Context: an optimization exercise on an open-source flow, tuned for a short achievable clock period and few clock cycles. The choices shown serve that exercise and are no tape-out recipe. Where RTL was checked, it was by simulation tests only, not by an equivalence proof against the original.

==> 08-23: inputs <==
==> flow/design.v <==
module cpu4(input clk,
            input rst,
            output [7:0] imem_addr,
            input [15:0] imem_data,
            output [7:0] dmem_addr,
            output [15:0] dmem_wdata,
            output dmem_we,
            output dmem_re,
            input [15:0] dmem_rdata,
            output rf_we,
            output [3:0] rf_waddr,
            output [15:0] rf_wdata,
            output halted);
    genvar gi;
    reg [7:0]  pc;            
    reg        halted_r;
    reg        e_valid;       
    reg        e_wr;          
    reg        e_ld;          
    reg        e_br;          
    reg        e_pred;        
    reg [5:0]  e_bt;          
    reg [3:0]  e_dst;
    reg [15:0] e_ra;          
    reg [15:0] e_rb;          
    reg [15:0] e_rd;          
    reg [15:0] e_imm;         
    reg        e_fa;          
    reg [5:0]  e_sb;          
    reg        e_cin;         
    reg [7:0]  e_tgt;         
    reg [7:0]  e_fall;        
    reg        e_zok;         
    reg        e_zpre;        
    reg        e_re_r, e_we_r;
    reg [7:0]  e_daddr;       
    reg [15:0] e_wdata;       
    reg        w_we;
    reg [3:0]  w_addr;
    reg [15:0] w_data;
    reg [15:0] w_fwd;         
    wire [255:0] rfv;
    wire [15:0] zf;
    wire [15:0] e_a = e_fa ? w_fwd : e_ra;
    wire [15:0] e_b = ({16{e_sb[0]}} & e_rb) | ({16{e_sb[1]}} & ~e_rb) |
                      ({16{e_sb[2]}} & e_rd) | ({16{e_sb[3]}} & e_imm) |
                      ({16{e_sb[4]}} & w_fwd) | ({16{e_sb[5]}} & ~w_fwd);
    wire [15:0] alu;
    cpu4_add16 add(.a(e_a), .b(e_b), .cin(e_cin), .s(alu));
    wire [15:0] e_res = e_ld ? dmem_rdata : alu;
    wire eq   = (e_a == e_b);
    wire zero = (e_a == 16'd0);
    wire lt   = $signed(e_a) < $signed(e_b);
    wire gt   = $signed(e_a) > $signed(e_b);
    wire taken = (e_bt[0] & zero) | (e_bt[1] & ~zero) | (e_bt[2] & eq) |
                 (e_bt[3] & ~eq) | (e_bt[4] & lt) | (e_bt[5] & gt);
    wire mispredict = e_valid & e_br & (taken ^ e_pred);
    wire e_fwd = e_valid & e_wr;
    wire alu_zero = ((e_a ^ e_b) == {e_a[14:0] | e_b[14:0], e_cin});
    wire e_zero = e_ld ? (dmem_rdata == 16'd0) : alu_zero;
    generate
        for (gi = 0; gi < 16; gi = gi + 1) begin : R
            reg [15:0] q;
            reg z;
            always @(posedge clk)
                if (e_fwd && e_dst == gi) begin
                    q <= e_res;
                    z <= e_zero;
                end
            assign rfv[gi*16 +: 16] = q;
            assign zf[gi] = z;
        end
    endgenerate
    wire [3:0] op = imem_data[15:12];
    wire [3:0] rd = imem_data[11:8];
    wire [3:0] ra = imem_data[7:4];
    wire [3:0] rb = imem_data[3:0];
    wire f_ld   = (op == 4'd0);
    wire f_st   = (op == 4'd1);
    wire f_rr   = (op == 4'd2) | (op == 4'd3);
    wire f_ri   = (op == 4'd4) | (op == 4'd5);
    wire f_sub  = (op == 4'd3) | (op == 4'd5);
    wire f_halt = (op == 4'd7);
    wire f_bz   = (op == 4'd8);
    wire f_bnz  = (op == 4'd9);
    wire f_beq  = (op == 4'd13);
    wire f_bneq = (op == 4'd14);
    wire f_blt  = (op == 4'd6);
    wire f_bgt  = (op == 4'd15);
    wire f_cmp  = f_beq | f_bneq | f_blt | f_bgt;    
    wire f_br   = f_bz | f_bnz | f_cmp;
    wire f_wr   = f_ld | f_rr | f_ri;
    wire fa = e_fwd & (e_dst == ra);
    wire fb = e_fwd & (e_dst == rb);
    wire fd = e_fwd & (e_dst == rd);
    wire same = (ra == rd);
    wire back = rb[3];
    wire z_ok = ~fa | e_zok;
    wire zf_ra;
    cpu4_mux16 #(.W(1)) zf_rd(.d(zf), .s(ra), .y(zf_ra));
    wire st_pred = (f_beq & (same | back)) | (f_bneq & ~same) |
                   ((f_blt | f_bgt) & ~same & back);
    wire p_z  = f_bz | st_pred;
    wire p_nz = f_bnz | st_pred;
    wire f_pred;
    cpu4_zsel zs(.z_ok(z_ok), .fa(fa), .zpre(e_zpre), .zf(zf_ra),
                 .p_z(p_z), .p_nz(p_nz), .pred(f_pred));
    wire [15:0] rf_a, rf_b, rf_d;
    cpu4_mux16 #(.W(16)) rd_a(.d(rfv), .s(ra), .y(rf_a));
    cpu4_mux16 #(.W(16)) rd_b(.d(rfv), .s(rb), .y(rf_b));
    cpu4_mux16 #(.W(16)) rd_d(.d(rfv), .s(rd), .y(rf_d));
    wire [15:0] sx16 = {{12{rb[3]}}, rb};
    wire [15:0] zk = f_sub ? sx16 : (16'd0 - sx16);
    wire f_zpre = (rf_a == zk);
    wire b_imm = f_ri;
    wire b_rd  = f_cmp & ~fd;
    wire b_w   = (f_cmp & fd) | (~f_ri & ~f_cmp & fb & ~f_sub);
    wire b_wn  = ~f_ri & ~f_cmp & fb & f_sub;
    wire b_rb  = ~f_ri & ~f_cmp & ~fb & ~f_sub;
    wire b_rbn = ~f_ri & ~f_cmp & ~fb & f_sub;
    wire [3:0] hi   = pc[7:4];
    wire [3:0] hi_p = hi + 4'd1;
    wire [3:0] hi_m = hi - 4'd1;
    wire [127:0] tgv;
    generate
        for (gi = 0; gi < 16; gi = gi + 1) begin : T
            localparam integer SK = (gi >= 8) ? gi - 16 : gi;
            localparam [4:0] C1 = SK;
            wire [4:0] l1 = {1'b0, pc[3:0]} + C1;
            wire [3:0] h1 = l1[4] ? ((SK < 0) ? hi_m : hi_p) : hi;
            assign tgv[gi*8 +: 8] = {h1, l1[3:0]};    
        end
    endgenerate
    wire [4:0] l3 = {1'b0, pc[3:0]} + 5'd1;
    wire [7:0] pc1 = {l3[4] ? hi_p : hi, l3[3:0]};
    wire [7:0] pc_tgt;
    cpu4_mux16 #(.W(8)) tg(.d(tgv), .s(rb), .y(pc_tgt));
    wire [7:0] e_redir = e_pred ? e_fall : e_tgt;
    wire [7:0] pc_d;
    cpu4_pcmux pm(.rst(rst), .misp(mispredict), .hold(f_halt | halted_r),
                  .sel(f_pred), .redir(e_redir), .pc(pc), .tgt(pc_tgt),
                  .pc1(pc1), .d(pc_d));
    always @(posedge clk)
        pc <= pc_d;
    wire f_go = ~mispredict & ~f_halt & ~halted_r;
    always @(posedge clk) begin
        if (rst) begin
            halted_r <= 1'b0;
            e_valid <= 1'b0;
            e_re_r <= 1'b0;
            e_we_r <= 1'b0;
            w_we <= 1'b0;
        end else begin
            if (f_halt && !mispredict && !e_fwd)
                halted_r <= 1'b1;
            e_valid <= f_go;
            e_re_r <= f_go & f_ld;
            e_we_r <= f_go & f_st;
            w_we <= e_fwd;
        end
        e_wr <= f_wr;
        e_ld <= f_ld;
        e_br <= f_br;
        e_pred <= f_pred;
        e_bt <= {f_bgt, f_blt, f_bneq, f_beq, f_bnz, f_bz};
        e_dst <= rd;
        e_ra <= rf_a;
        e_rb <= rf_b;
        e_rd <= rf_d;
        e_imm <= f_sub ? ~sx16 : sx16;
        e_fa <= fa;
        e_sb <= {b_wn, b_w, b_imm, b_rd, b_rbn, b_rb};
        e_cin <= f_sub;
        e_tgt <= pc_tgt;
        e_fall <= pc1;
        e_zok <= f_ri & ~fa;
        e_zpre <= f_zpre;
        if (f_ld | f_st)
            e_daddr <= fa ? e_res[7:0] : rf_a[7:0];
        if (f_st)
            e_wdata <= fb ? e_res : rf_b;
        w_addr <= e_dst;
        w_data <= e_res;
        if (e_fwd)
            w_fwd <= e_res;
    end
    assign imem_addr = pc;
    assign dmem_addr = e_daddr;
    assign dmem_wdata = e_wdata;
    assign dmem_we = e_we_r;
    assign dmem_re = e_re_r;
    assign rf_we = w_we;
    assign rf_waddr = w_addr;
    assign rf_wdata = w_data;
    assign halted = halted_r;
endmodule
module cpu4_mux16 #(parameter W = 16)
                  (input [16*W-1:0] d,
                   input [3:0] s,
                   output [W-1:0] y);
    assign y = d[s*W +: W];
endmodule
module cpu4_add16(input [15:0] a,
                  input [15:0] b,
                  input cin,
                  output [15:0] s);
    wire [16:0] t = {a, 1'b1} + {b, cin};
    assign s = t[16:1];
endmodule
module cpu4_zsel(input z_ok,
                 input fa,
                 input zpre,
                 input zf,
                 input p_z,
                 input p_nz,
                 output pred);
    wire z = z_ok & (fa ? zpre : zf);
    assign pred = z ? p_z : p_nz;
endmodule
module cpu4_pcmux(input rst,
                  input misp,
                  input hold,
                  input sel,
                  input [7:0] redir,
                  input [7:0] pc,
                  input [7:0] tgt,
                  input [7:0] pc1,
                  output [7:0] d);
    assign d = rst ? 8'd0 : misp ? redir : hold ? pc : sel ? tgt : pc1;
endmodule
==> flow/run.sh <==
#!/bin/bash
# synth_recipe.tcl (not shown) runs the flow's synth.tcl, then flattens the netlist and writes it again
# the make line also repeats each setting of config.mk as NAME=value (left out here)
make -C /OpenROAD-flow-scripts/flow DESIGN_CONFIG=/design/flow/config.mk WORK_HOME=/design/flow/orfs CLKGATE_MAP_FILE= SYNTH_SCRIPT=/design/flow/synth_recipe.tcl finish
==> flow/config.mk <==
export PLATFORM = sky130hd
export DESIGN_NAME = cpu4
export DESIGN_NICKNAME = cpu4
export VERILOG_FILES = /design/flow/design.v
export SDC_FILE = /design/flow/constraint.sdc
export NUM_CORES = 4
export LEC_CHECK = 0
export CAP_MARGIN = 20
export CORE_MARGIN = 2
export CORE_UTILIZATION = 40
export SETUP_SLACK_MARGIN = 5
export SLEW_MARGIN = 20
export SYNTH_HIERARCHICAL = 1
export SYNTH_MINIMUM_KEEP_SIZE = 0
==> flow/constraint.sdc <==
create_clock -name core_clock -period 8.0 [get_ports {clk}]
set_input_delay 1.6000 -clock core_clock [delete_from_list [all_inputs] [get_ports {clk}]]
set_output_delay 1.6000 -clock core_clock [all_outputs]
set_load 0.01 [all_outputs]
==> 07-22 (differences from 08-23) <==
==> flow/design.v, changed modules only <==
module cpu4(input clk,
            input rst,
            output [7:0] imem_addr,
            input [15:0] imem_data,
            output [7:0] dmem_addr,
            output [15:0] dmem_wdata,
            output dmem_we,
            output dmem_re,
            input [15:0] dmem_rdata,
            output rf_we,
            output [3:0] rf_waddr,
            output [15:0] rf_wdata,
            output halted);
    genvar gi;
    reg [7:0]  pc;            
    reg        halted_r;
    reg        e_valid;       
    reg        e_wr;          
    reg        e_ld;          
    reg        e_ri;          
    reg        e_br;          
    reg        e_pred;        
    reg [5:0]  e_bt;          
    reg [3:0]  e_dst;
    reg [15:0] e_ra;          
    reg [15:0] e_rb;          
    reg [15:0] e_rd;          
    reg [15:0] e_imm;         
    reg        e_fa;          
    reg [3:0]  e_cs;          
    reg [5:0]  e_sb;          
    reg        e_cin;         
    reg [7:0]  e_tgt;         
    reg [7:0]  e_fall;        
    reg        s_pend;        
    reg        s_miss;        
    reg [7:0]  s_redir;       
    reg        e_re_r, e_we_r;
    reg [7:0]  e_daddr;       
    reg [15:0] e_wdata;       
    reg        w_we;
    reg [3:0]  w_addr;
    reg [15:0] w_data;
    reg        w_zero;        
    wire [255:0] rfv;
    wire [15:0] zf;
    wire [15:0] e_a = e_fa ? w_data : e_ra;
    wire [15:0] e_b = ({16{e_sb[0]}} & e_rb) | ({16{e_sb[1]}} & ~e_rb) |
                      ({16{e_sb[2]}} & e_rd) | ({16{e_sb[3]}} & e_imm) |
                      ({16{e_sb[4]}} & w_data) | ({16{e_sb[5]}} & ~w_data);
    wire [15:0] alu;
    cpu4_add16 add(.a(e_a), .b(e_b), .cin(e_cin), .s(alu));
    wire [15:0] e_res = e_ld ? dmem_rdata : alu;
    wire t0, t1, t2;
    wire s0, s1, s2;
    cpu4_brcmp c0(.bt(e_bt), .x(e_ra), .y(e_rd), .taken(t0), .slow(s0));
    cpu4_brcmp c1(.bt(e_bt), .x(w_data), .y(e_rd), .taken(t1), .slow(s1));
    cpu4_brcmp c2(.bt(e_bt), .x(e_ra), .y(w_data), .taken(t2), .slow(s2));
    wire taken = (e_cs[0] & t0) | (e_cs[1] & t1) | (e_cs[2] & t2) | e_cs[3];
    wire taken_s = (e_cs[0] & s0) | (e_cs[1] & s1) | (e_cs[2] & s2);
    wire e_slow = e_bt[4] | e_bt[5];
    wire mispredict2 = s_pend & s_miss;
    wire mispredict = (e_valid & e_br & ~e_slow & (taken ^ e_pred)) | mispredict2;
    wire e_fwd = e_valid & e_wr;
    wire alu_zero = ((e_a ^ e_b) == {e_a[14:0] | e_b[14:0], e_cin});
    wire e_zero = e_ld ? (dmem_rdata == 16'd0) : alu_zero;
    wire za0, za1;
    cpu4_zero16 ez0(.a(e_ra), .b(e_imm), .cin(e_cin), .z(za0));
    cpu4_zero16 ez1(.a(w_data), .b(e_imm), .cin(e_cin), .z(za1));
    wire e_zfwd = e_fa ? za1 : za0;
    generate
        for (gi = 0; gi < 16; gi = gi + 1) begin : R
            reg [15:0] q;
            reg z;
            wire wr = w_we && w_addr == gi;
            always @(posedge clk)
                if (wr) begin
                    q <= w_data;
                    z <= w_zero;
                end
            assign rfv[gi*16 +: 16] = wr ? w_data : q;
            assign zf[gi] = wr ? w_zero : z;
        end
    endgenerate
    wire [3:0] op = imem_data[15:12];
    wire [3:0] rd = imem_data[11:8];
    wire [3:0] ra = imem_data[7:4];
    wire [3:0] rb = imem_data[3:0];
    wire f_ld   = (op == 4'd0);
    wire f_st   = (op == 4'd1);
    wire f_rr   = (op == 4'd2) | (op == 4'd3);
    wire f_ri   = (op == 4'd4) | (op == 4'd5);
    wire f_sub  = (op == 4'd3) | (op == 4'd5);
    wire f_halt = (op == 4'd7);
    wire f_bz   = (op == 4'd8);
    wire f_bnz  = (op == 4'd9);
    wire f_beq  = (op == 4'd13);
    wire f_bneq = (op == 4'd14);
    wire f_blt  = (op == 4'd6);
    wire f_bgt  = (op == 4'd15);
    wire f_cmp  = f_beq | f_bneq | f_blt | f_bgt;    
    wire f_br   = f_bz | f_bnz | f_cmp;
    wire f_wr   = f_ld | f_rr | f_ri;
    wire fa = e_fwd & (e_dst == ra);
    wire fb = e_fwd & (e_dst == rb);
    wire fd = e_fwd & (e_dst == rd);
    wire same = (ra == rd);
    wire back = rb[3];
    wire z_ok = ~fa | e_ri;
    wire zf_ra;
    cpu4_mux16 #(.W(1)) zf_rd(.d(zf), .s(ra), .y(zf_ra));
    wire st_pred = (f_beq & (same | back)) | (f_bneq & ~same) |
                   ((f_blt | f_bgt) & ~same & back);
    wire p_z  = f_bz | st_pred;
    wire p_nz = f_bnz | st_pred;
    wire z_ra;
    cpu4_zget zs(.z_ok(z_ok), .fa(fa), .zpre(e_zfwd), .zf(zf_ra), .z(z_ra));
    wire f_pred = z_ra ? p_z : p_nz;
    wire [15:0] rf_a, rf_b, rf_d;
    cpu4_mux16 #(.W(16)) rd_a(.d(rfv), .s(ra), .y(rf_a));
    cpu4_mux16 #(.W(16)) rd_b(.d(rfv), .s(rb), .y(rf_b));
    cpu4_mux16 #(.W(16)) rd_d(.d(rfv), .s(rd), .y(rf_d));
    wire [15:0] sx16 = {{12{rb[3]}}, rb};
    wire b_imm = f_ri;
    wire b_rd  = f_cmp & ~fd;
    wire b_w   = (f_cmp & fd) | (~f_ri & ~f_cmp & fb & ~f_sub);
    wire b_wn  = ~f_ri & ~f_cmp & fb & f_sub;
    wire b_rb  = ~f_ri & ~f_cmp & ~fb & ~f_sub;
    wire b_rbn = ~f_ri & ~f_cmp & ~fb & f_sub;
    wire [3:0] hi   = pc[7:4];
    wire [3:0] hi_p = hi + 4'd1;
    wire [3:0] hi_m = hi - 4'd1;
    wire [127:0] tgv;
    generate
        for (gi = 0; gi < 16; gi = gi + 1) begin : T
            localparam integer SK = (gi >= 8) ? gi - 16 : gi;
            localparam [4:0] C1 = SK;
            wire [4:0] l1 = {1'b0, pc[3:0]} + C1;
            wire [3:0] h1 = l1[4] ? ((SK < 0) ? hi_m : hi_p) : hi;
            assign tgv[gi*8 +: 8] = {h1, l1[3:0]};    
        end
    endgenerate
    wire [4:0] l3 = {1'b0, pc[3:0]} + 5'd1;
    wire [7:0] pc1 = {l3[4] ? hi_p : hi, l3[3:0]};
    wire [7:0] pc_tgt;
    cpu4_mux16 #(.W(8)) tg(.d(tgv), .s(rb), .y(pc_tgt));
    wire [7:0] e_redir = e_pred ? e_fall : e_tgt;
    wire [7:0] pc_d;
    wire st_wait = f_st & e_valid & e_slow;
    wire hold = f_halt | halted_r | st_wait;
    cpu4_pcnext pm(.z(z_ra), .t1(~hold & p_z), .f1(~hold & ~p_z),
                   .t0(~hold & p_nz), .f0(~hold & ~p_nz), .h(hold),
                   .pc(pc), .tgt(pc_tgt), .pc1(pc1),
                   .m(mispredict | rst), .redir(rst ? 8'd0 : mispredict2 ? s_redir : e_redir),
                   .d(pc_d));
    always @(posedge clk)
        pc <= pc_d;
    wire f_go = ~mispredict & ~f_halt & ~halted_r & ~st_wait;
    always @(posedge clk) begin
        if (rst) begin
            halted_r <= 1'b0;
            s_pend <= 1'b0;
            e_valid <= 1'b0;
            e_re_r <= 1'b0;
            e_we_r <= 1'b0;
            w_we <= 1'b0;
        end else begin
            if (f_halt && !mispredict && !e_fwd && !(e_valid && e_slow))
                halted_r <= 1'b1;
            s_pend <= e_valid & e_slow & ~mispredict2;
            e_valid <= f_go;
            e_re_r <= f_go & f_ld;
            e_we_r <= f_go & f_st;
            w_we <= e_fwd & ~mispredict2;
        end
        e_wr <= f_wr;
        e_ld <= f_ld;
        e_ri <= f_ri;
        e_br <= f_br;
        e_pred <= f_pred;
        e_bt <= {f_bgt, f_blt, f_bneq, f_beq, f_bnz, f_bz};
        e_dst <= rd;
        e_ra <= rf_a;
        e_rb <= rf_b;
        e_rd <= rf_d;
        e_imm <= f_sub ? ~sx16 : sx16;
        e_fa <= fa;
        e_cs <= {f_cmp & fa & fd & f_beq, f_cmp & ~fa & fd,
                 fa & ~(f_cmp & fd), ~fa & ~(f_cmp & fd)};
        e_sb <= {b_wn, b_w, b_imm, b_rd, b_rbn, b_rb};
        e_cin <= f_sub;
        e_tgt <= pc_tgt;
        e_fall <= pc1;
        s_miss <= taken_s ^ e_pred;
        s_redir <= e_redir;
        e_daddr <= fa ? e_res[7:0] : rf_a[7:0];
        e_wdata <= fb ? e_res : rf_b;
        w_addr <= e_dst;
        w_data <= e_res;
        w_zero <= e_zero;
    end
    assign imem_addr = pc;
    assign dmem_addr = e_daddr;
    assign dmem_wdata = e_wdata;
    assign dmem_we = e_we_r;
    assign dmem_re = e_re_r;
    assign rf_we = w_we;
    assign rf_waddr = w_addr;
    assign rf_wdata = w_data;
    assign halted = halted_r;
endmodule
module cpu4_zget(input z_ok,
                 input fa,
                 input zpre,
                 input zf,
                 output z);
    assign z = z_ok & (fa ? zpre : zf);
endmodule
module cpu4_pcnext(input z,
                   input t1,
                   input f1,
                   input t0,
                   input f0,
                   input h,
                   input [7:0] pc,
                   input [7:0] tgt,
                   input [7:0] pc1,
                   input m,
                   input [7:0] redir,
                   output [7:0] d);
    wire [7:0] d1 = ({8{t1}} & tgt) | ({8{f1}} & pc1) | ({8{h}} & pc);
    wire [7:0] d0 = ({8{t0}} & tgt) | ({8{f0}} & pc1) | ({8{h}} & pc);
    wire [7:0] df = z ? d1 : d0;
    assign d = m ? redir : df;
endmodule
module cpu4_brcmp(input [5:0] bt,
                  input [15:0] x,
                  input [15:0] y,
                  output taken,
                  output slow);
    wire eq   = (x == y);
    wire zero = (x == 16'd0);
    wire lt   = $signed(x) < $signed(y);
    wire gt   = $signed(x) > $signed(y);
    assign taken = (bt[0] & zero) | (bt[1] & ~zero) | (bt[2] & eq) |
                   (bt[3] & ~eq);
    assign slow = (bt[4] & lt) | (bt[5] & gt);
endmodule
module cpu4_zero16(input [15:0] a,
                   input [15:0] b,
                   input cin,
                   output z);
    assign z = ((a ^ b) == {a[14:0] | b[14:0], cin});
endmodule
// module cpu4_zsel removed
// module cpu4_pcmux removed
Settings changed: CORE_UTILIZATION 40 to 70, GPL_TIMING_DRIVEN from default to 1.
==> impl_metrics.ini <==
[power_and_ir_drop]
p_clk_frac = 0.318
combPwrFrac = 0.281
pg_comb_mw = 2.02

[final_layout]
clkCellAreaFrac = 0.05525

[drt]
vias = 16390
wl_met2_mm = 37.33

[worst_setup_path]
path_depth = 13
crit_fanout = 8
reg2regPathDepth = 13
crit_end = pc[5]$_DFF_P_

[floorplan]
tap_cells = 782
core-area_sq_um = 60360

[synth]
synth_top_area_cell = edfxtp_1
synth_xor_area_frac = 0.03988

[grt]
grt_pass1_wl_mm = 108.5

[status]
status = no timing/DRC/antenna violations
That was 08-23.
==> impl_metrics.ini <==
[status]
status = no timing/DRC/antenna violations

[power_and_ir_drop]
combPwrFrac = 0.316

[final_layout]
clkCellAreaFrac = 0.04969

[synth]
synth_top_area_cell = dfxtp_1
synth_xor_area_frac = 0.04701

[floorplan]
core-area_sq_um = 37490

[worst_setup_path]
crit_fanout = 6
path_depth = 12

[drt]
vias = 21480
wl_met2_mm = 39.50

[grt]
grt_pass1_wl_mm = 125.9
That was 07-22.
Testbench counts of 07-22, summed over its fixed seeds: cycles 15,983.
The RTL of 08-23 was laid out without a check of its function.

[separate check: timing with driven ports]
In the flow no input, the clock included, has a driving cell. The finished layouts below were timed again as built, in two steps. Step 1 assumes that a clkbuf_16 drives the clock port and a buf_2 every other input. Step 2 adds t to the input delays and takes it off the output delays; t is the mean of the earliest and latest rising clock arrival at the registers after step 1. Input paths then give back, and output paths get back, about the clock's delay inside the block. Slacks: no drivers / after step 1 / after step 2; pairs: no drivers / after step 1.
run | t, ns | setup slack, ns | clock arrival spread, ns | worst register clock-pin slew, ns | worst slew at a driven data input, ns
08-23 | 0.651 | 4.212 / 4.212 / 4.018 | 0.032 / 0.032 | 0.06 / 0.06 | 0.23
07-22 | 0.643 | 4.739 / 4.739 / 4.129 | 0.035 / 0.035 | 0.07 / 0.07 | 0.26
After both steps every run listed still meets setup and hold. The setup slack of 07-22, which loses most, moves by 0.000 ns with the drivers and by -0.610 ns with both steps.
